Source: an optimization exercise on an open RTL-to-GDS flow (aim: small area and a short achievable clock period). Production flows keep margins and buffers that such runs may drop.
Function was checked by simulation only, so behaviour that the tests miss may differ from the original.
Power and IR drop assume default switching activity.

[design/flow/design.v]
module alu_top (
  input clk,
  input [2:0] op_code,
  input [31:0] a,
  input [31:0] b,
  output reg [31:0] y
);
  wire [31:0] alu_y;
  ALU alu_inst (
    .Op_code(op_code),
    .A(a),
    .B(b),
    .Y(alu_y)
  );
  always @(posedge clk)
    y <= alu_y;
endmodule

module ALU (
  input [2:0] Op_code,
  input [31:0] A, B,
  output [31:0] Y
);
  reg [3:0] T;
  always @(*) begin
    case (Op_code)
      3'd0: T = 4'b1100;  
      3'd1: T = 4'b0110;  
      3'd2: T = 4'b1001;  
      3'd3: T = 4'b1000;  
      3'd4: T = 4'b1110;  
      3'd5: T = 4'b1100;  
      3'd6: T = 4'b0011;  
      default: T = 4'b1010;  
    endcase
  end
  wire arith = Op_code[0] ^ Op_code[1];   
  wire cin = arith & (Op_code[1] ^ Op_code[2]);   
  wire [31:0] L;
  genvar i;
  generate
    for (i = 0; i < 32; i = i + 1) begin : bitwise
      assign L[i] = T[{A[i], B[i]}];
    end
  endgenerate
  wire [30:0] g = A[30:0] & ~L[30:0] & {31{arith}};
  wire G_1_0 = g[0] | (L[0] & cin);
  wire G_3_2 = g[2] | (L[2] & g[1]);
  wire P_3_2 = L[2] & L[1];
  wire G_5_4 = g[4] | (L[4] & g[3]);
  wire P_5_4 = L[4] & L[3];
  wire G_7_6 = g[6] | (L[6] & g[5]);
  wire P_7_6 = L[6] & L[5];
  wire G_9_8 = g[8] | (L[8] & g[7]);
  wire P_9_8 = L[8] & L[7];
  wire G_11_10 = g[10] | (L[10] & g[9]);
  wire P_11_10 = L[10] & L[9];
  wire G_13_12 = g[12] | (L[12] & g[11]);
  wire P_13_12 = L[12] & L[11];
  wire G_15_14 = g[14] | (L[14] & g[13]);
  wire P_15_14 = L[14] & L[13];
  wire G_17_16 = g[16] | (L[16] & g[15]);
  wire P_17_16 = L[16] & L[15];
  wire G_19_18 = g[18] | (L[18] & g[17]);
  wire P_19_18 = L[18] & L[17];
  wire G_21_20 = g[20] | (L[20] & g[19]);
  wire P_21_20 = L[20] & L[19];
  wire G_23_22 = g[22] | (L[22] & g[21]);
  wire P_23_22 = L[22] & L[21];
  wire G_25_24 = g[24] | (L[24] & g[23]);
  wire P_25_24 = L[24] & L[23];
  wire G_27_26 = g[26] | (L[26] & g[25]);
  wire P_27_26 = L[26] & L[25];
  wire G_29_28 = g[28] | (L[28] & g[27]);
  wire P_29_28 = L[28] & L[27];
  wire G_31_30 = g[30] | (L[30] & g[29]);
  wire P_31_30 = L[30] & L[29];
  wire G_3_0 = G_3_2 | (P_3_2 & G_1_0);
  wire G_7_4 = G_7_6 | (P_7_6 & G_5_4);
  wire P_7_4 = P_7_6 & P_5_4;
  wire G_11_8 = G_11_10 | (P_11_10 & G_9_8);
  wire P_11_8 = P_11_10 & P_9_8;
  wire G_15_12 = G_15_14 | (P_15_14 & G_13_12);
  wire P_15_12 = P_15_14 & P_13_12;
  wire G_19_16 = G_19_18 | (P_19_18 & G_17_16);
  wire P_19_16 = P_19_18 & P_17_16;
  wire G_23_20 = G_23_22 | (P_23_22 & G_21_20);
  wire P_23_20 = P_23_22 & P_21_20;
  wire G_27_24 = G_27_26 | (P_27_26 & G_25_24);
  wire P_27_24 = P_27_26 & P_25_24;
  wire G_31_28 = G_31_30 | (P_31_30 & G_29_28);
  wire P_31_28 = P_31_30 & P_29_28;
  wire G_7_0 = G_7_4 | (P_7_4 & G_3_0);
  wire G_15_8 = G_15_12 | (P_15_12 & G_11_8);
  wire P_15_8 = P_15_12 & P_11_8;
  wire G_23_16 = G_23_20 | (P_23_20 & G_19_16);
  wire P_23_16 = P_23_20 & P_19_16;
  wire G_31_24 = G_31_28 | (P_31_28 & G_27_24);
  wire P_31_24 = P_31_28 & P_27_24;
  wire G_15_0 = G_15_8 | (P_15_8 & G_7_0);
  wire G_31_16 = G_31_24 | (P_31_24 & G_23_16);
  wire P_31_16 = P_31_24 & P_23_16;
  wire G_31_0 = G_31_16 | (P_31_16 & G_15_0);
  wire G_23_0 = G_23_16 | (P_23_16 & G_15_0);
  wire G_11_0 = G_11_8 | (P_11_8 & G_7_0);
  wire G_19_0 = G_19_16 | (P_19_16 & G_15_0);
  wire G_27_0 = G_27_24 | (P_27_24 & G_23_0);
  wire G_5_0 = G_5_4 | (P_5_4 & G_3_0);
  wire G_9_0 = G_9_8 | (P_9_8 & G_7_0);
  wire G_13_0 = G_13_12 | (P_13_12 & G_11_0);
  wire G_17_0 = G_17_16 | (P_17_16 & G_15_0);
  wire G_21_0 = G_21_20 | (P_21_20 & G_19_0);
  wire G_25_0 = G_25_24 | (P_25_24 & G_23_0);
  wire G_29_0 = G_29_28 | (P_29_28 & G_27_0);
  wire G_2_0 = g[1] | (L[1] & G_1_0);
  wire G_4_0 = g[3] | (L[3] & G_3_0);
  wire G_6_0 = g[5] | (L[5] & G_5_0);
  wire G_8_0 = g[7] | (L[7] & G_7_0);
  wire G_10_0 = g[9] | (L[9] & G_9_0);
  wire G_12_0 = g[11] | (L[11] & G_11_0);
  wire G_14_0 = g[13] | (L[13] & G_13_0);
  wire G_16_0 = g[15] | (L[15] & G_15_0);
  wire G_18_0 = g[17] | (L[17] & G_17_0);
  wire G_20_0 = g[19] | (L[19] & G_19_0);
  wire G_22_0 = g[21] | (L[21] & G_21_0);
  wire G_24_0 = g[23] | (L[23] & G_23_0);
  wire G_26_0 = g[25] | (L[25] & G_25_0);
  wire G_28_0 = g[27] | (L[27] & G_27_0);
  wire G_30_0 = g[29] | (L[29] & G_29_0);
  wire [31:0] c = {G_31_0, G_30_0, G_29_0, G_28_0, G_27_0, G_26_0, G_25_0, G_24_0, G_23_0, G_22_0, G_21_0, G_20_0, G_19_0, G_18_0, G_17_0, G_16_0, G_15_0, G_14_0, G_13_0, G_12_0, G_11_0, G_10_0, G_9_0, G_8_0, G_7_0, G_6_0, G_5_0, G_4_0, G_3_0, G_2_0, G_1_0, cin};
  assign Y = L ^ c;
endmodule
[design/flow/flow/run.sh]
#!/bin/bash
# Layout flow: the standard ORFS flow (standard.sh) with two changes.
#  - Synthesis: flow/net5.py writes the gate-level netlist of alu_top (sky130hd cells, the
#    same parallel-prefix structure as rtl/AAC2M4H1.v, registers named and typed as the
#    standard synthesis names them), which ORFS reads through SYNTH_NETLIST_FILES.
#  - Port buffers are sky130_fd_sc_hd__buf_1 (every port still gets its buffer).
set -euo pipefail
here=$(pwd)
python3 flow/net5.py bk --dup 4 --l1sz 4 --dsz 1 > netlist.v 2> net5.log
bash standard.sh SYNTH_NETLIST_FILES=$here/netlist.v \
  "BUFFER_PORTS_ARGS=-buffer_cell sky130_fd_sc_hd__buf_1" finish > standard_make.log 2>&1
[design/flow/flow/net5.py]
#!/usr/bin/env python3
"""Gate-level sky130hd netlist of alu_top (ALU + output register), with an explicit prefix adder.
usage: net.py KIND [options]  (KIND: sk, bk, ks, lf, hc, ripple)"""
import sys, argparse
ap = argparse.ArgumentParser()
ap.add_argument("kind")
ap.add_argument("--mux", default="mux4_2")
ap.add_argument("--dup", type=int, default=1)
ap.add_argument("--rtl", action="store_true")
ap.add_argument("--dsz", type=int, default=2)
ap.add_argument("--l1sz", type=int, default=2)
ap.add_argument("--bufT", type=int, default=1)
ap.add_argument("--psz", type=int, default=99)
args = ap.parse_args()
N = 32
cells = []
wires = set()
cnt = [0]
def new(pfx="n"):
    cnt[0] += 1
    w = f"{pfx}{cnt[0]}"
    wires.add(w)
    return w
def cell(typ, pins):
    cnt[0] += 1
    cells.append((typ, f"u{cnt[0]}", pins))
def inv(x):
    y = new(); cell("inv_2", dict(A=x, Y=y)); return y

# ---- decode (op_code -> globals), T inverted: Tn[k] = ~T[k]
o0, o1, o2 = "op_code[0]", "op_code[1]", "op_code[2]"
# T3 = ~(op==1 | op==6) -> Tn3 = (op==1)|(op==6)
# T2 = ~op1 -> Tn2 = op1
# T1 = ops{1,4,6,7} ; Tn1 = ops{0,2,3,5}
# T0 = ops{2,6} = op1 & ~op0 ; Tn0 = ~op1 | op0
# arith = op0 ^ op1 ; cin = (op0^op1) & (op1^op2)
def xor_(a, b):
    y = new(); cell("xor2_1", dict(A=a, B=b, X=y)); return y
def xnor_(a, b):
    y = new(); cell("xnor2_1", dict(A=a, B=b, Y=y)); return y
def sz(base, n):
    # drive-strength variant name
    return f"{base}_{n}"
D2 = args.dsz
x01 = new(); cell("xor2_1", dict(A=o0, B=o1, X=x01))
x12 = new(); cell("xor2_1", dict(A=o1, B=o2, X=x12))
t = new(); cell("nor2b_1", dict(A=o1, B_N=o0, Y=t))  # ~o1 & o0
cinn = new(); cell("nand2_1", dict(A=x01, B=x12, Y=cinn))   # ~carry-in (ops 2, 5)
n1 = new(); cell(sz("inv", args.l1sz), dict(A=o1, Y=n1))
decs = []
for _ in range(args.dup):
    Tn3 = new(); cell(sz("nor2b", D2), dict(A=x12, B_N=x01, Y=Tn3))
    Tn1 = new(); cell(sz("xnor2", D2), dict(A=o2, B=t, Y=Tn1))
    Tn0 = new(); cell(sz("nand2b", D2), dict(A_N=o0, B=o1, Y=Tn0))
    Tn2 = new(); cell(sz("inv", D2), dict(A=n1, Y=Tn2))
    ar = new(); cell(sz("xor2", D2), dict(A=o0, B=o1, X=ar))   # arith = ops 1, 2, 5, 6
    decs.append((ar, Tn2, Tn3, Tn1, Tn0))
Ln = []; gn = []
for i in range(N):
    arith, Tn2, Tn3, Tn1, Tn0 = decs[i * args.dup // N]
    l = new("ln"); cell(args.mux, dict(A0=Tn0, A1=Tn1, A2=Tn2, A3=Tn3, S0=f"b[{i}]", S1=f"a[{i}]", X=l))
    if i == N - 1:
        Ln.append(l); break
    g = new("gn"); cell("nand3_1", dict(A=f"a[{i}]", B=l, C=arith, Y=g))
    Ln.append(l); gn.append(g)

# ---- prefix network over positions 0..32 (0 = carry in), signals carry polarity: (net, inverted)
G = {}; P = {}
G[(0, 0)] = (cinn, True)
for k in range(1, N):
    G[(k, k)] = (gn[k - 1], True)
    P[(k, k)] = (Ln[k - 1], True)
invcache = {}
def pol(sig, want_inv):
    net, isinv = sig
    if isinv == want_inv: return net
    if net not in invcache:
        invcache[net] = inv(net)
    return invcache[net]
order = []; mids = {}
def combine(hs, ls):
    key = (hs[0], ls[1])
    if key in G: return key
    assert hs[1] == ls[0] + 1
    order.append(key); mids[key] = hs[1]
    gh, ph, gl = G[hs], P[hs], G[ls]
    # choose polarity: majority of inputs
    invs = [gh[1], ph[1], gl[1]]
    if sum(invs) >= 2:
        # inverted inputs -> o21ai (true out); gh may be true -> o21bai
        a1 = pol(ph, True); a2 = pol(gl, True)
        y = new("G")
        if gh[1]:
            cell("o21ai_1", dict(A1=a1, A2=a2, B1=gh[0], Y=y))
        else:
            cell("o21bai_1", dict(A1=a1, A2=a2, B1_N=gh[0], Y=y))
        G[key] = (y, False)
    else:
        a1 = pol(ph, False); a2 = pol(gl, False)
        y = new("G")
        if not gh[1]:
            cell("a21oi_1", dict(A1=a1, A2=a2, B1=gh[0], Y=y))
        else:
            cell("a21boi_1", dict(A1=a1, A2=a2, B1_N=gh[0], Y=y))
        G[key] = (y, True)
    if key[1] > 0:
        pl = P[ls]
        y = new("P")
        if ph[1] and pl[1]:
            cell("nor2_1", dict(A=ph[0], B=pl[0], Y=y)); P[key] = (y, False)
        elif not ph[1] and not pl[1]:
            cell("nand2_1", dict(A=ph[0], B=pl[0], Y=y)); P[key] = (y, True)
        else:
            t_, i_ = (ph, pl) if not ph[1] else (pl, ph)   # t_ true, i_ inverted
            cell("nand2b_1", dict(A_N=i_[0], B=t_[0], Y=y)); P[key] = (y, True)
    return key

M = N
span = {k: (k, k) for k in range(M)}
kind = args.kind
if kind == "ripple":
    for k in range(1, M):
        span[k] = combine(span[k], span[k-1])
elif kind == "ks":
    d = 1
    while d < M:
        new_ = dict(span)
        for k in range(d, M):
            if span[k][1] > 0:
                new_[k] = combine(span[k], span[k-d])
        span = new_; d *= 2
elif kind == "sk":
    d = 1
    while d < M:
        new_ = dict(span)
        for k in range(M):
            if (k // d) % 2 == 1:
                j = (k // d) * d - 1
                new_[k] = combine(span[k], span[j])
        span = new_; d *= 2
elif kind == "bk":
    d = 1
    while d < M:
        for k in range(2*d-1, M, 2*d):
            span[k] = combine(span[k], span[k-d])
        d *= 2
    d //= 2
    while d >= 1:
        for k in range(3*d-1, M, 2*d):
            if span[k][1] > 0:
                span[k] = combine(span[k], span[k-d])
        d //= 2
elif kind == "hc":
    # Han-Carlson: odd positions do KS, then even positions one final step
    for k in range(1, M, 2):
        span[k] = combine(span[k], span[k-1])
    d = 2
    while d < M:
        new_ = dict(span)
        for k in range(1, M, 2):
            if span[k][1] > 0 and k - d >= 0:
                new_[k] = combine(span[k], span[k-d])
        span = new_; d *= 2
    for k in range(2, M, 2):
        span[k] = combine(span[k], span[k-1])
else:
    raise SystemExit("unknown kind")
for k in range(M):
    assert span[k][1] == 0, (k, span[k])

if args.rtl:
    r = []
    w = r.append
    w("// 32-bit ALU: one shared parallel-prefix adder for +, -, +1 and -1.")
    w("// Generated by gen/net2.py (" + " ".join(sys.argv[1:]) + "); see gen/README.md.")
    w("module ALU (")
    w("  input [2:0] Op_code,")
    w("  input [31:0] A, B,")
    w("  output [31:0] Y")
    w(");")
    w("  // Bitwise part L[i] = T[{A[i], B[i]}], a truth table chosen by the op code.")
    w("  // For the arithmetic ops L is the adder's propagate A ^ bx, with bx = B, ~B, 0 or all ones.")
    w("  reg [3:0] T;")
    w("  always @(*) begin")
    w("    case (Op_code)")
    w("      3'd0: T = 4'b1100; // A")
    w("      3'd1: T = 4'b0110; // A + B : A ^ B")
    w("      3'd2: T = 4'b1001; // A - B : A ^ ~B, carry in 1")
    w("      3'd3: T = 4'b1000; // A & B")
    w("      3'd4: T = 4'b1110; // A | B")
    w("      3'd5: T = 4'b1100; // A + 1 : A ^ 0, carry in 1")
    w("      3'd6: T = 4'b0011; // A - 1 : A ^ 1")
    w("      default: T = 4'b1010; // B")
    w("    endcase")
    w("  end")
    w("  wire arith = Op_code[0] ^ Op_code[1];  // ops 1, 2, 5, 6")
    w("  wire cin = arith & (Op_code[1] ^ Op_code[2]);  // ops 2, 5")
    w("  wire [31:0] L;")
    w("  genvar i;")
    w("  generate")
    w("    for (i = 0; i < 32; i = i + 1) begin : bitwise")
    w("      assign L[i] = T[{A[i], B[i]}];")
    w("    end")
    w("  endgenerate")
    w("  // Adder generate: A & bx = A & ~(A ^ bx); zero for the bitwise ops, so every carry is 0 there.")
    w("  wire [30:0] g = A[30:0] & ~L[30:0] & {31{arith}};")
    w("  // Prefix network: position 0 is the carry in, position k (1..31) is bit k-1.")
    w("  // G_h_l / P_h_l: generate / propagate of positions l..h.")
    names = {}
    names[(0,0)] = ("cin", None)
    for k in range(1, M):
        names[(k,k)] = (f"g[{k-1}]", f"L[{k-1}]")
    for (h, l) in order:
        mid = mids[(h, l)]
        gh, ph = names[(h, mid)]; gl, pl = names[(mid - 1, l)]
        gn_ = f"G_{h}_{l}"
        w(f"  wire {gn_} = {gh} | ({ph} & {gl});")
        pn_ = None
        if l > 0:
            pn_ = f"P_{h}_{l}"
            w(f"  wire {pn_} = {ph} & {pl};")
        names[(h, l)] = (gn_, pn_)
    w("  // carry into bit i = generate of positions 0..i")
    w("  wire [31:0] c = {" + ", ".join(names[span[k]][0] for k in range(M - 1, -1, -1)) + "};")
    w("  assign Y = L ^ c;")
    w("endmodule")
    print("\n".join(r))
    sys.exit(0)

# ---- sum: Y[i] = L[i] ^ c[i], c[i] = G[i:0] (position i covers bits below i)
for i in range(N):
    c = G[span[i]]
    y = f"alu_Y{i}"
    wires.add(y)
    # L = ~Ln
    if c[1]:
        cell("xor2_1", dict(A=Ln[i], B=c[0], X=y))   # ~L ^ ~c = L ^ c
    else:
        cell("xnor2_1", dict(A=Ln[i], B=c[0], Y=y))  # ~(~L ^ c) = L ^ c
    cells.append(("dfxtp_1", f"\\y[{i}]$_DFF_P_ ", dict(CLK="clk", D=y, Q=f"y[{i}]")))

# ---- size up cells by fanout
fo = {}
for typ, name, pins in cells:
    for p, n in pins.items():
        if p not in ("Y", "X", "Q"):
            fo[n] = fo.get(n, 0) + 1
up = {"a21oi_1": "a21oi_2", "o21ai_1": "o21ai_2", "nand2_1": "nand2_2", "nor2_1": "nor2_2",
      "o21bai_1": "o21bai_2", "a21boi_1": "a21boi_2", "nand2b_1": "nand2b_2", "nor2b_1": "nor2b_2", "inv_2": "inv_4"}
for idx, (typ, name, pins) in enumerate(cells):
    o = pins.get("Y", pins.get("X"))
    if typ in up and fo.get(o, 0) >= args.psz and not o.startswith(("alu_Y",)):
        cells[idx] = (up[typ], name, pins)
out = []
out.append("module alu_top (clk, op_code, a, b, y);")
out.append("  input clk;\n  input [2:0] op_code;\n  input [31:0] a;\n  input [31:0] b;\n  output [31:0] y;")
for w in sorted(wires):
    out.append(f"  wire {w};")
for typ, name, pins in cells:
    pl = ", ".join(f".{p}({n})" for p, n in pins.items())
    out.append(f"  sky130_fd_sc_hd__{typ} {name} ({pl});")
out.append("endmodule")
print("\n".join(out))
area = {}
[design/flow/standard.sh]
#!/bin/bash
# synth_recipe.tcl (not shown) runs the flow's synth.tcl, then flattens the netlist and writes it again
# the make line also repeats each setting of config.mk as NAME=value (left out here)
make -C /OpenROAD-flow-scripts/flow DESIGN_CONFIG=/design/flow/config.mk WORK_HOME=/design/flow/orfs CLKGATE_MAP_FILE= SYNTH_SCRIPT=/design/flow/synth_recipe.tcl "${@:-finish}"
[design/flow/config.mk]
export PLATFORM = sky130hd
export DESIGN_NAME = alu_top
export DESIGN_NICKNAME = alu_top
export VERILOG_FILES = /design/flow/design.v
export SDC_FILE = /design/flow/constraint.sdc
export NUM_CORES = 4
export LEC_CHECK = 0
export CAP_MARGIN = 20
export CORE_MARGIN = 2
export CORE_UTILIZATION = 40
export SETUP_SLACK_MARGIN = 2.0
export SLEW_MARGIN = 20
[design/flow/constraint.sdc]
create_clock -name core_clock -period 6.0 [get_ports {clk}]
set_input_delay 1.2000 -clock core_clock [delete_from_list [all_inputs] [get_ports {clk}]]
set_output_delay 1.2000 -clock core_clock [all_outputs]
set_load 0.01 [all_outputs]
==> results of run 1 <==
layer usage:
metal	routed length (um)	vias to the layer above	global-route usage, %
li1	-	1121	-
met1	2470	983	22.9
met2	2810	76	30.1
met3	343	9	3.56
met4	96	0	6.78
met5	0	-	0
repair_timing:
action	in CTS	in global routing
buffers inserted	2	0
resized for setup	7	9
endpoints found under the setup margin	17	7
pin swaps	2	0
worst max-delay path by stage:
stage | from | endpoint | slack [ps] | cells past startpoint
floorplan | op_code[1] | y[30] | 2020 | 14
global placement | op_code[1] | y[30] | 1190 | 15
detailed placement | op_code[1] | y[30] | 1060 | 15
CTS | op_code[0] | y[30] | 2030 | 14
global route | op_code[1] | y[30] | 2030 | 15
finish | op_code[2] | y[30] | 2240 | 15
cells in the final DEF (no fill, tap or decap):
| cell | n |
|---|---|
| sky130_fd_sc_hd__buf_1 | 96 |
| sky130_fd_sc_hd__o21ai_1 | 37 |
| sky130_fd_sc_hd__mux4_2 | 32 |
| sky130_fd_sc_hd__dfxtp_1 | 32 |
| sky130_fd_sc_hd__nand3_1 | 31 |
| sky130_fd_sc_hd__xnor2_1 | 23 |
| sky130_fd_sc_hd__nor2_1 | 18 |
| sky130_fd_sc_hd__xor2_1 | 16 |
| sky130_fd_sc_hd__a21oi_1 | 14 |
| sky130_fd_sc_hd__nand2_1 | 9 |
| sky130_fd_sc_hd__inv_2 | 8 |
| sky130_fd_sc_hd__clkbuf_8 | 7 |
| sky130_fd_sc_hd__nand2b_1 | 4 |
| sky130_fd_sc_hd__inv_1 | 4 |
| sky130_fd_sc_hd__buf_4 | 3 |
| sky130_fd_sc_hd__a21oi_2 | 3 |
| sky130_fd_sc_hd__buf_2 | 2 |
| sky130_fd_sc_hd__nor2b_4 | 2 |
| sky130_fd_sc_hd__xnor2_2 | 2 |
| sky130_fd_sc_hd__o21ai_2 | 2 |
| sky130_fd_sc_hd__nor2b_2 | 2 |
| sky130_fd_sc_hd__inv_4 | 1 |
| sky130_fd_sc_hd__a21oi_4 | 1 |
| sky130_fd_sc_hd__xor2_2 | 1 |
| sky130_fd_sc_hd__nor2b_1 | 1 |
layout make-up:
type / instances / area share, %
Inverter: 13 / 1.69
Tap cell: 75 / 3.09
Timing Repair Buffer: 101 / 12.9
Multi-Input combinational cell: 198 / 58.0
Clock buffer: 7 / 3.18
Sequential cell: 32 / 21.1
worst max-delay path: cells and delay by family:
kind,cells,cell delay [ps]
compound gates,8,1210
mux,1,530
xor+xnor,2,450
buf+inv,2,270
simple gates,2,220
power groups by stage:
stage	combinational, mW	sequential [mW]	clock (mW)
after floorplan	0.193	0.331	0
after global placement	0.328	0.296	0
after detailed placement	0.330	0.295	0
after CTS	0.337	0.291	0.189
after global routing	0.378	0.297	0.199
final	0.339	0.291	0.183
stage by stage:
step / area (um2) / hold WS [ps] / utilization, % / worst slack [ps]
after detailed placement: 2860 / 1590 / 49.1 / 1060
after global placement: 2860 / 1590 / 49.1 / 1190
after global routing: 3030 / 1320 / 52.2 / 2030
after floorplan: 2390 / 1470 / - / 2020
final: 3030 / 1310 / 52.2 / 2240
after CTS: 2990 / 1310 / 51.4 / 2030
==> run notes, run 1 <==
run status=no timing/DRC/antenna violations; setup total negative slack=0 ps; diode count=0; number of standard-cell rows in the floorplan=28; Critical Path End Type=flop; PD cells=268 mW/mm2; clock sink count=32; layout-stage area growth over the synthesis result=27.6%; routability cong.=roughly 0.79; HP Start=a[31]; worst setup path class=input pin to flop; CTS root buffer=sky130_fd_sc_hd__clkbuf_8; number of antenna violations at the first check in global routing=0; max cap viols=0; share of the cycle needed by the critical path after routing=~63%; wire length of the first global-routing pass=8.94 mm; internal power=0.524 mW; sequential fraction of design power=35.8%; synthesis warning total=0; number of buffers between clock root and the deepest sink=2; ANT nets after route=0; worst hold endpoint=y[31]; Sw Pwr=around 0.29 mW; Synth Instances=between 200 and 250; TritonCTS clock tree=built; Routed WL per cell=13.4 um; Clk pin slew, worst setup/hold paths=60 ps; total wirelength of the detailed-routed design=5.72 mm; crit path launch type=input pin; placed wire-length estimate after detailed placement=around 4.5 mm; Net Sw Frac=35.6%; quantity of hold-fixing buffers added after cts=0; overall global routing resource usage=between 10% and 20%; number of cells in the design after placement=417; top achievable clock speed=266 MHz; Worst Tran Pin Value=691 ps; length of the first detailed-routing pass in iterations=4; Final Hold Fails=0; synthesized area per cell=~10 um2; required arrival time at the worst endpoint=6170 ps; unrepaired setup endpoints after global routing=false; Total Nets Final=419; slowest cell on the critical path=sky130_fd_sc_hd__mux4_2; count of non-filler cells in the finished layout=426; critical path's most frequent cell=sky130_fd_sc_hd__o21ai_1; leakage power=1.02 nW; maximum resistive drop on vdd=about 0.11 mV; critical path, cell by cell=buf_2 > xor2_2 > nor2b_4 > mux4_2 > nand3_1 > o21ai_1 > a21oi_1 > o21ai_2 > a21oi_2 > inv_2 > a21oi_4 > o21ai_1 > a21oi_2 > o21ai_1 > xnor2_1; effective utilization at floorplan=between 40% and 50%; net count of the mapped netlist=311; core outline area=about 0.0058 mm2; share of power burned in combinational logic=41.7%; flip-flop count of the largest register, all copies and words added=32; post-detailed-route via-to-cell ratio=5.14; H-tree levels=2; vias in the first global route=about 2000; count of endpoints failing setup in the final report=0; Post-Syn Area=0.00238 mm2; multi-input gate area in the final layout=0.00176 mm2; minimum clock period=3760 ps; total via count after detailed routing=around 2200; number of primary I/O pins=100; die boundary height=81.1 um; total of buffers placed on input and output ports=99; number of DRC markers after the initial detailed-route iteration=about 100; layout cell share with drive strength beyond 1=18.8%; Pins Over Slew Limit=0; hold path cells=3; pin count of the biggest net entering global routing=13; largest registers ranked by flip-flop count=y: 32 flops; sequential standard cell area=roughly 640 um2; worst-case headroom to the max-slew limit=53.8%; Clk network pwr share=between 20% and 30%; die outline area=0.00658 mm2; width of the chip=81.1 um; arrival time worst endpoint=3920 ps; classification of the worst-slack hold path=input pin to flop; delay contributed by the slowest stage of the critical path=530 ps; number of fill cells in the layout=600; Design Power=0.814 mW; largest fanout on the critical path=8; total DRC errors in the routed layout=0; most flop-heavy register=y; grt total ovfl=0; total clock buffers created by CTS=5
==> run 2, diff against run 1 <==
==> design/flow/flow/run.sh (replaced) <==
#!/bin/bash
# Layout flow: the standard ORFS flow (standard.sh) with two changes.
#  - Synthesis: flow/net6.py writes the gate-level netlist of alu_top (sky130hd cells, the
#    same parallel-prefix structure as rtl/AAC2M4H1.v, registers named and typed as the
#    standard synthesis names them), which ORFS reads through SYNTH_NETLIST_FILES.
#  - Port buffers are sky130_fd_sc_hd__buf_1 (every port still gets its buffer).
set -euo pipefail
here=$(pwd)
python3 flow/net6.py bk --dup 4 --l1sz 4 --dsz 1 > netlist.v 2> net6.log
bash standard.sh SYNTH_NETLIST_FILES=$here/netlist.v \
  "BUFFER_PORTS_ARGS=-buffer_cell sky130_fd_sc_hd__buf_1" finish > standard_make.log 2>&1
==> design/flow/flow/net6.py (new file) <==
#!/usr/bin/env python3
"""Gate-level sky130hd netlist of alu_top (ALU + output register), with an explicit prefix adder.
usage: net.py KIND [options]  (KIND: sk, bk, ks, lf, hc, ripple)"""
import sys, argparse
ap = argparse.ArgumentParser()
ap.add_argument("kind")
ap.add_argument("--mux", default="mux4_2")
ap.add_argument("--dup", type=int, default=1)
ap.add_argument("--rtl", action="store_true")
ap.add_argument("--dsz", type=int, default=2)
ap.add_argument("--l1sz", type=int, default=2)
ap.add_argument("--bufT", type=int, default=1)
ap.add_argument("--psz", type=int, default=99)
args = ap.parse_args()
N = 32
cells = []
wires = set()
cnt = [0]
def new(pfx="n"):
    cnt[0] += 1
    w = f"{pfx}{cnt[0]}"
    wires.add(w)
    return w
def cell(typ, pins):
    cnt[0] += 1
    cells.append((typ, f"u{cnt[0]}", pins))
def inv(x):
    y = new(); cell("inv_2", dict(A=x, Y=y)); return y

# ---- decode (op_code -> globals), T inverted: Tn[k] = ~T[k]
o0, o1, o2 = "op_code[0]", "op_code[1]", "op_code[2]"
# T3 = ~(op==1 | op==6) -> Tn3 = (op==1)|(op==6)
# T2 = ~op1 -> Tn2 = op1
# T1 = ops{1,4,6,7} ; Tn1 = ops{0,2,3,5}
# T0 = ops{2,6} = op1 & ~op0 ; Tn0 = ~op1 | op0
# arith = op0 ^ op1 ; cin = (op0^op1) & (op1^op2)
def xor_(a, b):
    y = new(); cell("xor2_1", dict(A=a, B=b, X=y)); return y
def xnor_(a, b):
    y = new(); cell("xnor2_1", dict(A=a, B=b, Y=y)); return y
def sz(base, n):
    # drive-strength variant name
    return f"{base}_{n}"
D2 = args.dsz
x01 = new(); cell("xor2_1", dict(A=o0, B=o1, X=x01))
x12 = new(); cell("xor2_1", dict(A=o1, B=o2, X=x12))
cinn = new(); cell("nand2_1", dict(A=x01, B=x12, Y=cinn))   # ~carry-in (ops 2, 5)
t = new(); cell("nor2b_1", dict(A=o1, B_N=o0, Y=t))     # o0 & ~o1
tn = new(); cell("nand2b_1", dict(A_N=o1, B=o0, Y=tn))  # ~o0 | o1
a12 = new(); cell("nand2_1", dict(A=o1, B=o2, Y=a12))   # ~(o1 & o2)
r12 = new(); cell("or2_0", dict(A=o1, B=o2, X=r12))     # o1 | o2
n1 = new(); cell(sz("inv", args.l1sz), dict(A=o1, Y=n1))
decs = []
for _ in range(args.dup):
    # Tn3 = ops 1, 6 = o0 ? ~o1 & ~o2 : o1 & o2
    Tn3 = new(); cell(sz("mux2i", D2), dict(A0=a12, A1=r12, S=o0, Y=Tn3))
    # Tn1 = ops 0, 2, 3, 5 = o2 ? o0 & ~o1 : ~o0 | o1
    Tn1 = new(); cell(sz("mux2i", D2), dict(A0=t, A1=tn, S=o2, Y=Tn1))
    Tn0 = new(); cell(sz("nand2b", D2), dict(A_N=o0, B=o1, Y=Tn0))
    Tn2 = new(); cell(sz("inv", D2 if D2 > 1 else 2), dict(A=n1, Y=Tn2))
    ar = new(); cell(sz("xor2", D2), dict(A=o0, B=o1, X=ar))   # arith = ops 1, 2, 5, 6
    decs.append((ar, Tn2, Tn3, Tn1, Tn0))
Ln = []; gn = []
for i in range(N):
    arith, Tn2, Tn3, Tn1, Tn0 = decs[i * args.dup // N]
    l = new("ln"); cell(args.mux, dict(A0=Tn0, A1=Tn1, A2=Tn2, A3=Tn3, S0=f"b[{i}]", S1=f"a[{i}]", X=l))
    if i == N - 1:
        Ln.append(l); break
    g = new("gn"); cell("nand3_1", dict(A=f"a[{i}]", B=l, C=arith, Y=g))
    Ln.append(l); gn.append(g)

# ---- prefix network over positions 0..32 (0 = carry in), signals carry polarity: (net, inverted)
G = {}; P = {}
G[(0, 0)] = (cinn, True)
for k in range(1, N):
    G[(k, k)] = (gn[k - 1], True)
    P[(k, k)] = (Ln[k - 1], True)
invcache = {}
def pol(sig, want_inv):
    net, isinv = sig
    if isinv == want_inv: return net
    if net not in invcache:
        invcache[net] = inv(net)
    return invcache[net]
order = []; mids = {}
def combine(hs, ls):
    key = (hs[0], ls[1])
    if key in G: return key
    assert hs[1] == ls[0] + 1
    order.append(key); mids[key] = hs[1]
    gh, ph, gl = G[hs], P[hs], G[ls]
    # choose polarity: majority of inputs
    invs = [gh[1], ph[1], gl[1]]
    if sum(invs) >= 2:
        # inverted inputs -> o21ai (true out); gh may be true -> o21bai
        a1 = pol(ph, True); a2 = pol(gl, True)
        y = new("G")
        if gh[1]:
            cell("o21ai_1", dict(A1=a1, A2=a2, B1=gh[0], Y=y))
        else:
            cell("o21bai_1", dict(A1=a1, A2=a2, B1_N=gh[0], Y=y))
        G[key] = (y, False)
    else:
        a1 = pol(ph, False); a2 = pol(gl, False)
        y = new("G")
        if not gh[1]:
            cell("a21oi_1", dict(A1=a1, A2=a2, B1=gh[0], Y=y))
        else:
            cell("a21boi_1", dict(A1=a1, A2=a2, B1_N=gh[0], Y=y))
        G[key] = (y, True)
    if key[1] > 0:
        pl = P[ls]
        y = new("P")
        if ph[1] and pl[1]:
            cell("nor2_1", dict(A=ph[0], B=pl[0], Y=y)); P[key] = (y, False)
        elif not ph[1] and not pl[1]:
            cell("nand2_1", dict(A=ph[0], B=pl[0], Y=y)); P[key] = (y, True)
        else:
            t_, i_ = (ph, pl) if not ph[1] else (pl, ph)   # t_ true, i_ inverted
            cell("nand2b_1", dict(A_N=i_[0], B=t_[0], Y=y)); P[key] = (y, True)
    return key

M = N
span = {k: (k, k) for k in range(M)}
kind = args.kind
if kind == "ripple":
    for k in range(1, M):
        span[k] = combine(span[k], span[k-1])
elif kind == "ks":
    d = 1
    while d < M:
        new_ = dict(span)
        for k in range(d, M):
            if span[k][1] > 0:
                new_[k] = combine(span[k], span[k-d])
        span = new_; d *= 2
elif kind == "sk":
    d = 1
    while d < M:
        new_ = dict(span)
        for k in range(M):
            if (k // d) % 2 == 1:
                j = (k // d) * d - 1
                new_[k] = combine(span[k], span[j])
        span = new_; d *= 2
elif kind == "bk":
    d = 1
    while d < M:
        for k in range(2*d-1, M, 2*d):
            span[k] = combine(span[k], span[k-d])
        d *= 2
    d //= 2
    while d >= 1:
        for k in range(3*d-1, M, 2*d):
            if span[k][1] > 0:
                span[k] = combine(span[k], span[k-d])
        d //= 2
elif kind == "hc":
    # Han-Carlson: odd positions do KS, then even positions one final step
    for k in range(1, M, 2):
        span[k] = combine(span[k], span[k-1])
    d = 2
    while d < M:
        new_ = dict(span)
        for k in range(1, M, 2):
            if span[k][1] > 0 and k - d >= 0:
                new_[k] = combine(span[k], span[k-d])
        span = new_; d *= 2
    for k in range(2, M, 2):
        span[k] = combine(span[k], span[k-1])
else:
    raise SystemExit("unknown kind")
for k in range(M):
    assert span[k][1] == 0, (k, span[k])

if args.rtl:
    r = []
    w = r.append
    w("// 32-bit ALU: one shared parallel-prefix adder for +, -, +1 and -1.")
    w("// Generated by gen/net6.py (" + " ".join(sys.argv[1:]) + "); see gen/README.md.")
    w("module ALU (")
    w("  input [2:0] Op_code,")
    w("  input [31:0] A, B,")
    w("  output [31:0] Y")
    w(");")
    w("  // Bitwise part L[i] = T[{A[i], B[i]}], a truth table chosen by the op code.")
    w("  // For the arithmetic ops L is the adder's propagate A ^ bx, with bx = B, ~B, 0 or all ones.")
    w("  reg [3:0] T;")
    w("  always @(*) begin")
    w("    case (Op_code)")
    w("      3'd0: T = 4'b1100; // A")
    w("      3'd1: T = 4'b0110; // A + B : A ^ B")
    w("      3'd2: T = 4'b1001; // A - B : A ^ ~B, carry in 1")
    w("      3'd3: T = 4'b1000; // A & B")
    w("      3'd4: T = 4'b1110; // A | B")
    w("      3'd5: T = 4'b1100; // A + 1 : A ^ 0, carry in 1")
    w("      3'd6: T = 4'b0011; // A - 1 : A ^ 1")
    w("      default: T = 4'b1010; // B")
    w("    endcase")
    w("  end")
    w("  wire arith = Op_code[0] ^ Op_code[1];  // ops 1, 2, 5, 6")
    w("  wire cin = arith & (Op_code[1] ^ Op_code[2]);  // ops 2, 5")
    w("  wire [31:0] L;")
    w("  genvar i;")
    w("  generate")
    w("    for (i = 0; i < 32; i = i + 1) begin : bitwise")
    w("      assign L[i] = T[{A[i], B[i]}];")
    w("    end")
    w("  endgenerate")
    w("  // Adder generate: A & bx = A & ~(A ^ bx); zero for the bitwise ops, so every carry is 0 there.")
    w("  wire [30:0] g = A[30:0] & ~L[30:0] & {31{arith}};")
    w("  // Prefix network: position 0 is the carry in, position k (1..31) is bit k-1.")
    w("  // G_h_l / P_h_l: generate / propagate of positions l..h.")
    names = {}
    names[(0,0)] = ("cin", None)
    for k in range(1, M):
        names[(k,k)] = (f"g[{k-1}]", f"L[{k-1}]")
    for (h, l) in order:
        mid = mids[(h, l)]
        gh, ph = names[(h, mid)]; gl, pl = names[(mid - 1, l)]
        gn_ = f"G_{h}_{l}"
        w(f"  wire {gn_} = {gh} | ({ph} & {gl});")
        pn_ = None
        if l > 0:
            pn_ = f"P_{h}_{l}"
            w(f"  wire {pn_} = {ph} & {pl};")
        names[(h, l)] = (gn_, pn_)
    w("  // carry into bit i = generate of positions 0..i")
    w("  wire [31:0] c = {" + ", ".join(names[span[k]][0] for k in range(M - 1, -1, -1)) + "};")
    w("  assign Y = L ^ c;")
    w("endmodule")
    print("\n".join(r))
    sys.exit(0)

# ---- sum: Y[i] = L[i] ^ c[i], c[i] = G[i:0] (position i covers bits below i)
for i in range(N):
    c = G[span[i]]
    y = f"alu_Y{i}"
    wires.add(y)
    # L = ~Ln
    if c[1]:
        cell("xor2_1", dict(A=Ln[i], B=c[0], X=y))   # ~L ^ ~c = L ^ c
    else:
        cell("xnor2_1", dict(A=Ln[i], B=c[0], Y=y))  # ~(~L ^ c) = L ^ c
    cells.append(("dfxtp_1", f"\\y[{i}]$_DFF_P_ ", dict(CLK="clk", D=y, Q=f"y[{i}]")))

# ---- size up cells by fanout
fo = {}
for typ, name, pins in cells:
    for p, n in pins.items():
        if p not in ("Y", "X", "Q"):
            fo[n] = fo.get(n, 0) + 1
up = {"a21oi_1": "a21oi_2", "o21ai_1": "o21ai_2", "nand2_1": "nand2_2", "nor2_1": "nor2_2",
      "o21bai_1": "o21bai_2", "a21boi_1": "a21boi_2", "nand2b_1": "nand2b_2", "nor2b_1": "nor2b_2", "inv_2": "inv_4"}
for idx, (typ, name, pins) in enumerate(cells):
    o = pins.get("Y", pins.get("X"))
    if typ in up and fo.get(o, 0) >= args.psz and not o.startswith(("alu_Y",)):
        cells[idx] = (up[typ], name, pins)
out = []
out.append("module alu_top (clk, op_code, a, b, y);")
out.append("  input clk;\n  input [2:0] op_code;\n  input [31:0] a;\n  input [31:0] b;\n  output [31:0] y;")
for w in sorted(wires):
    out.append(f"  wire {w};")
for typ, name, pins in cells:
    pl = ", ".join(f".{p}({n})" for p, n in pins.items())
    out.append(f"  sky130_fd_sc_hd__{typ} {name} ({pl});")
out.append("endmodule")
print("\n".join(out))
area = {}
--- a/design/flow/config.mk
+++ b/design/flow/config.mk
@@ -9,4 +9,4 @@
 export CORE_MARGIN = 2
 export CORE_UTILIZATION = 40
-export SETUP_SLACK_MARGIN = 2.0
+export SETUP_SLACK_MARGIN = 2.3
 export SLEW_MARGIN = 20
removed: design/flow/flow/net5.py
==> run 2 against run 1 <==
Flip-flop and latch count did not move. Critical path depth stayed put. Routed wire length rose by 5.5%. Global-route usage up 0.33 points. Worst setup slack improved by 200 ps. Maximum frequency up 5.5%. Worst hold slack got worse by 11 ps. Critical path type unchanged. Critical endpoint unchanged. Largest power group unchanged.
==> run notes, run 2 <==
slowest cell on the critical path=sky130_fd_sc_hd__mux4_2; number of buffer and inverter instances along the worst setup path=2; Worst Tran Pin Value=611 ps; top achievable clock speed=281 MHz; minimum clock period=3560 ps; grt total ovfl=0; length of the first detailed-routing pass in iterations=4; cell area after layout=0.00319 mm2; quantity of hold-fixing buffers added after cts=0; maximum resistive drop on vdd=0.110 mV; total of buffers placed on input and output ports=99; clock sink count=32; arrival time worst endpoint=3740 ps; placed wire-length estimate after detailed placement=4.59 mm; Total Nets Final=431; ANT nets after route=0; number of antenna violations at the first check in global routing=0; routability cong.=roughly 0.86; setup total negative slack=0 ps; Routed WL per cell=about 14 um; wire length of the first global-routing pass=a little over 9 mm; run status=no timing/DRC/antenna violations; total via count after detailed routing=2298; worst setup path class=input pin to flop; die boundary height=81.7 um; TritonCTS clock tree=built; critical path, cell by cell=buf_12 > nor2b_4 > mux2i_4 > mux4_2 > nand3_1 > o21ai_2 > a21oi_2 > o21ai_4 > a21oi_4 > inv_2 > a21oi_4 > o21ai_2 > a21oi_2 > o21ai_1 > xnor2_1; number of buffers between clock root and the deepest sink=2; count of endpoints failing setup in the final report=0; layout-stage area growth over the synthesis result=32.2%; effective utilization at floorplan=41.0%; Final Hold Fails=0; number of standard-cell rows in the floorplan=28; Clk pin slew, worst setup/hold paths=70 ps; total wirelength of the detailed-routed design=6.03 mm; Design Power=0.777 mW; Critical Path End Type=flop; overall global routing resource usage=18.3%; net count of the mapped netlist=314; largest registers ranked by flip-flop count=y: 32 flops; delay contributed by the slowest stage of the critical path=between 500 and 600 ps; share of the cycle needed by the critical path after routing=59.3%; width of the chip=about 82 um; flip-flop count of the largest register, all copies and words added=32; synthesized area per cell=9.82 um2; classification of the worst-slack hold path=input pin to flop; die outline area=0.00667 mm2; most used cells in the layout excluding fill and tap cells=sky130_fd_sc_hd__buf_1, sky130_fd_sc_hd__o21ai_1, sky130_fd_sc_hd__mux4_2, sky130_fd_sc_hd__dfxtp_1, sky130_fd_sc_hd__nand3_1; synthesis warning total=0; Synth Instances=246; number of primary I/O pins=100; cell family with the largest share of critical-path delay=compound AO/OA/AOI/OAI gates; crit path launch type=input pin; PD cells=about 240 mW/mm2; most common library cell in the layout ignoring fill and taps=sky130_fd_sc_hd__buf_1; most flop-heavy register=y; Pins Over Slew Limit=0; worst-case headroom to the max-slew limit=58.1%; H-tree levels=2; layout cell share with drive strength beyond 1=~23%; CTS root buffer=sky130_fd_sc_hd__clkbuf_8; number of fill cells in the layout=562; total clock buffers created by CTS=5; post-detailed-route via-to-cell ratio=approximately 5.3; Post-Syn Area=0.00241 mm2; vias in the first global route=between 2000 and 2500; unrepaired setup endpoints after global routing=false; leakage power=1.08 nW; total DRC errors in the routed layout=0; pin count of the biggest net entering global routing=16; number of DRC markers after the initial detailed-route iteration=53; core outline area=0.00589 mm2; required arrival time at the worst endpoint=6180 ps; largest fanout on the critical path=15; max cap viols=0; diode count=0; placement-stage cell area=0.00292 mm2
[run 2: changes by cell type in the layout (fill, tap and decap cells not counted), moves of 4 or more]
cell / previous run / this run
sky130_fd_sc_hd__buf_4: 3 / 12
sky130_fd_sc_hd__inv_1: 4 / 0
sky130_fd_sc_hd__inv_2: 8 / 12
sky130_fd_sc_hd__mux2i_4: 0 / 4
[run 2: metrics by stage]
| stage | setup slack [ps] | std cells | util [%] | hold slack [ps] |
|---|---|---|---|---|
| 2_1_floorplan | 2330 | 246 | - | 1430 |
| 3_3_place_gp | 1390 | 420 | 49.6 | 1590 |
| 3_5_place_dp | 1270 | 420 | 49.6 | 1590 |
| 4_1_cts | 2320 | 427 | 52.0 | 1290 |
| 5_1_grt | 2280 | 436 | 54.3 | 1320 |
| 6_report | 2440 | 436 | 54.3 | 1300 |
[run 2: final timing paths]
| check | endpoint | depth (start not counted) | from | slack [ps] |
|---|---|---|---|---|
| max | y[30] | 15 | op_code[0] | 2440 |
| min | y[31] | 3 | a[31] | 1300 |
[run 2: cell type report]
cell class | instances | area (um2) | area share (%)
flip-flops and latches | 32 | 641 | 20.1
inverters | 13 | 51.3 | 1.61
well taps | 75 | 93.8 | 2.94
repair buffers | 110 | 482 | 15.1
multi-input cells | 201 | 1860 | 58.2
clock buffers | 5 | 68.8 | 2.16
[run 2: power by group]
part	internal [mW]	switching, mW
clock network	0.0748	0.0778
logic	0.150	0.188
registers	0.272	0.0147
[run 2: repair_timing]
action                                  CTS  global route
pin swaps                                 2             4
gates resized for setup                  14            14
endpoints found under the setup margin   22             7
buffers inserted                          2             9
[run 2: layer usage]
layer  GRT usage, %  wire length (um)  vias to the layer above
met4           4.83                59                        0
met3           4.62               510                        7
li1               -                 -                     1154
met2           29.8              2880                       84
met1           24.4              2580                     1053
met5              0                 0                        -

## what the ideal ports hide
In the flow no input, the clock included, has a driving cell. The finished layouts below were timed again as built, in two steps.
Step 1, drivers: a clkbuf_16 drives clk and a buf_2 each remaining input, both assumed.
Step 2, shift: input delay + t, output delay - t, t = (earliest + latest rising clock arrival at the registers) / 2. This alone moves slack from input paths to output paths.
Slacks: no drivers / after step 1 / after step 2; pairs: no drivers / after step 1.
run	t, ns	setup WS [ns]	worst setup path after step 2	clock arrival spread, ns	cell pins on the clock port's net
run 1	0.307	2.244 / 2.244 / 1.937	input to register	0.009 / 0.008	1
run 2	0.307	2.440 / 2.399 / 2.092	input to register	0.008 / 0.008	1
After both steps setup and hold are still met in every run listed. The setup slack of run 2, which loses most, moves by -0.041 ns with the drivers and by -0.348 ns with both steps.
